Background: an optimization exercise with open tools, aiming at small area. Do not read the settings as production practice. The RTL was checked by simulation tests, not by an equivalence proof against the original design.

## fir
module fir(clk, din, reset, dout);
input clk;
input signed [7:0] din;
input reset;
output signed [15:0] dout;
reg [7:0] x1;
reg [7:0] x2;
reg [7:0] x3;
reg [7:0] x4;
reg [7:0] x5;
reg [7:0] x6;
reg [7:0] x7;
reg [7:0] x8;
reg [7:0] x9;
reg [7:0] x10;
reg [7:0] x11;
reg [7:0] x12;
wire [1:0] rn, rp;
iv ri0 (.a(reset), .y(rn[0]));
iv rj0 (.a(rn[0]), .y(rp[0]));
iv ri1 (.a(reset), .y(rn[1]));
iv rj1 (.a(rn[1]), .y(rp[1]));
wire [7:0] d1;
an r1 (.a(rn[0]), .b(din[0]), .y(d1[0]));
an r2 (.a(rn[0]), .b(din[1]), .y(d1[1]));
an r3 (.a(rn[0]), .b(din[2]), .y(d1[2]));
an r4 (.a(rn[0]), .b(din[3]), .y(d1[3]));
an r5 (.a(rn[1]), .b(din[4]), .y(d1[4]));
an r6 (.a(rn[1]), .b(din[5]), .y(d1[5]));
an r7 (.a(rn[1]), .b(din[6]), .y(d1[6]));
an r8 (.a(rn[1]), .b(din[7]), .y(d1[7]));
wire [7:0] d2;
nd r9 (.a(rn[0]), .b(x1[0]), .y(d2[0]));
nd r10 (.a(rn[0]), .b(x1[1]), .y(d2[1]));
nd r11 (.a(rn[0]), .b(x1[2]), .y(d2[2]));
nd r12 (.a(rn[0]), .b(x1[3]), .y(d2[3]));
nd r13 (.a(rn[1]), .b(x1[4]), .y(d2[4]));
nd r14 (.a(rn[1]), .b(x1[5]), .y(d2[5]));
nd r15 (.a(rn[1]), .b(x1[6]), .y(d2[6]));
an r16 (.a(rn[1]), .b(x1[7]), .y(d2[7]));
wire [7:0] d3;
nr r17 (.a(rp[0]), .b(x2[0]), .y(d3[0]));
nr r18 (.a(rp[0]), .b(x2[1]), .y(d3[1]));
nr r19 (.a(rp[0]), .b(x2[2]), .y(d3[2]));
nr r20 (.a(rp[0]), .b(x2[3]), .y(d3[3]));
nr r21 (.a(rp[1]), .b(x2[4]), .y(d3[4]));
nr r22 (.a(rp[1]), .b(x2[5]), .y(d3[5]));
nr r23 (.a(rp[1]), .b(x2[6]), .y(d3[6]));
nd r24 (.a(rn[1]), .b(x2[7]), .y(d3[7]));
wire [7:0] d4;
nd r25 (.a(rn[0]), .b(x3[0]), .y(d4[0]));
nd r26 (.a(rn[0]), .b(x3[1]), .y(d4[1]));
nd r27 (.a(rn[0]), .b(x3[2]), .y(d4[2]));
nd r28 (.a(rn[0]), .b(x3[3]), .y(d4[3]));
nd r29 (.a(rn[1]), .b(x3[4]), .y(d4[4]));
nd r30 (.a(rn[1]), .b(x3[5]), .y(d4[5]));
nd r31 (.a(rn[1]), .b(x3[6]), .y(d4[6]));
nr r32 (.a(rp[1]), .b(x3[7]), .y(d4[7]));
wire [7:0] d5;
nr r33 (.a(rp[0]), .b(x4[0]), .y(d5[0]));
nr r34 (.a(rp[0]), .b(x4[1]), .y(d5[1]));
  ...
Size: about 26 I/O pins, about 5900 µm² of cells after synthesis.
Settings: LEC_CHECK=0, CAP_MARGIN=20, CORE_MARGIN=2, CORE_UTILIZATION=60, CTS_BUF_LIST=sky130_fd_sc_hd__clkbuf_4 sky130_fd_sc_hd__clkbuf_8, GPL_ROUTABILITY_DRIVEN=0, GPL_TIMING_DRIVEN=0, PLACE_DENSITY=0.7, SETUP_SLACK_MARGIN=-0.15, SLEW_MARGIN=20, SYNTH_HIERARCHICAL=1, SYNTH_MINIMUM_KEEP_SIZE=0; clock period 6.5 ns.
standard.sh (not shown) runs the stock make flow with config.mk's settings and CLKGATE_MAP_FILE= SYNTH_SCRIPT=/design/flow/synth_recipe.tcl, a recipe that flattens the netlist after the stock synthesis.
==> flow/flow/run.sh <==
#!/bin/bash
# Layout flow: the standard flow (standard.sh, unchanged synthesis), with
# the ports buffered by the smallest buffer and no dummy loads on the clock tree.
set -euo pipefail
bash standard.sh \
  BUFFER_PORTS_ARGS="-buffer_cell sky130_fd_sc_hd__buf_1" \
  CTS_ARGS="-sink_clustering_enable -repair_clock_nets -buf_list {sky130_fd_sc_hd__clkbuf_4 sky130_fd_sc_hd__clkbuf_8} -dont_use_dummy_load" \
  finish > flow.log 2>&1
==> next run, changes <==
Settings changed: CORE_UTILIZATION 60 to 50, PLACE_DENSITY 0.7 to 0.6, SETUP_SLACK_MARGIN -0.15 to default.
Outcome: Critical path depth went up by 2. Utilization went down by 9.7 points. Die area goes up by about 20%. Clock-buffer cell count stays the same. Final cell count rose by about 2.3%. Final area climbs by about 1.4%. Hold slack hardly moves.

* * *

== trial 66 ==
fir, a different RTL version from the one above (not shown whole).
Size in the first run: ~450 cells after synthesis, ~0.0059 mm2 of cells after synthesis.
Settings: LEC_CHECK=0, CAP_MARGIN=20, CORE_MARGIN=2, CORE_UTILIZATION=70, CTS_BUF_LIST=sky130_fd_sc_hd__clkbuf_4 sky130_fd_sc_hd__clkbuf_8, GPL_ROUTABILITY_DRIVEN=0, GPL_TIMING_DRIVEN=0, PLACE_DENSITY=0.8, SLEW_MARGIN=20, SYNTH_HIERARCHICAL=1, SYNTH_MINIMUM_KEEP_SIZE=0; clock period 6.5 ns.
Scripts as last shown in full above: flow/flow/run.sh
## Diff of input files: trial 16 against trial 66
Settings: PLACE_DENSITY: 0.8 -> 0.85; CORE_UTILIZATION: 70 -> 75.
### Flow results
The final report for trial 16 shows a completed flow and a layout that fails verification, specifically setup timing.
[compare] base=trial 66 new=trial 16: utilization now larger, worst path setup slack after routing now smaller, pin count of the biggest net entering global routing now smaller.
Compared with trial 66, trial 16 ends up with a larger final cell area.
Trial 16 gives less die area than trial 66 did.
Summary — area share of buffers outside the clock network, trial 16 relative to trial 66: higher, by 1.1 points.
Trial 66 → trial 16: number of gates given a new drive strength after cts increased by 9 relative to the old numbers, non-clock buffer count moved up, final critical path time including I/O delays and setup went up 0.40 ns.

-- re-timing with driven ports --
In the flow no input, the clock included, has a driving cell. The finished layouts below were timed again as built, in two steps.
Step 1 (the two cells are an assumption about what drives the block):
set clk [get_ports {clk}]
set_driving_cell -lib_cell sky130_fd_sc_hd__clkbuf_16 $clk
set_driving_cell -lib_cell sky130_fd_sc_hd__buf_2 [delete_from_list [all_inputs] $clk]
Step 2 adds t to the input delays and takes it off the output delays; t is the mean of the earliest and latest rising clock arrival at the registers after step 1. Input paths then give back, and output paths get back, about the clock's delay inside the block.
a / b / c = ideal / step 1 / step 2; a / b = the first two.
| run | shift t [ns] | slack for setup (ns) | worst hold slack (ns) | worst setup path after step 2 | clock arrival spread, ns |
|---|---|---|---|---|---|
| the first run of note 1 | 0.394 | 0.085 / 0.085 / -0.021 | 0.377 / 0.377 / 0.377 | input to register | 0.033 / 0.033 |
| the second run of note 1 | 0.409 | 0.227 / 0.227 / -0.003 | 0.379 / 0.379 / 0.379 | input to register | 0.022 / 0.023 |
| trial 66 | 0.390 | 0.160 / 0.160 / -0.037 | 0.374 / 0.374 / 0.374 | input to register | 0.039 / 0.038 |
| trial 16 | 0.382 | -0.241 / -0.241 / -0.325 | 0.388 / 0.388 / 0.388 | input to register | 0.042 / 0.042 |
With both steps, setup timing fails in the first run of note 1, the second run of note 1 and trial 66, where it was met with ideal ports. The setup slack of the second run of note 1, which loses most, moves by 0.000 ns with the drivers and by -0.230 ns with both steps.
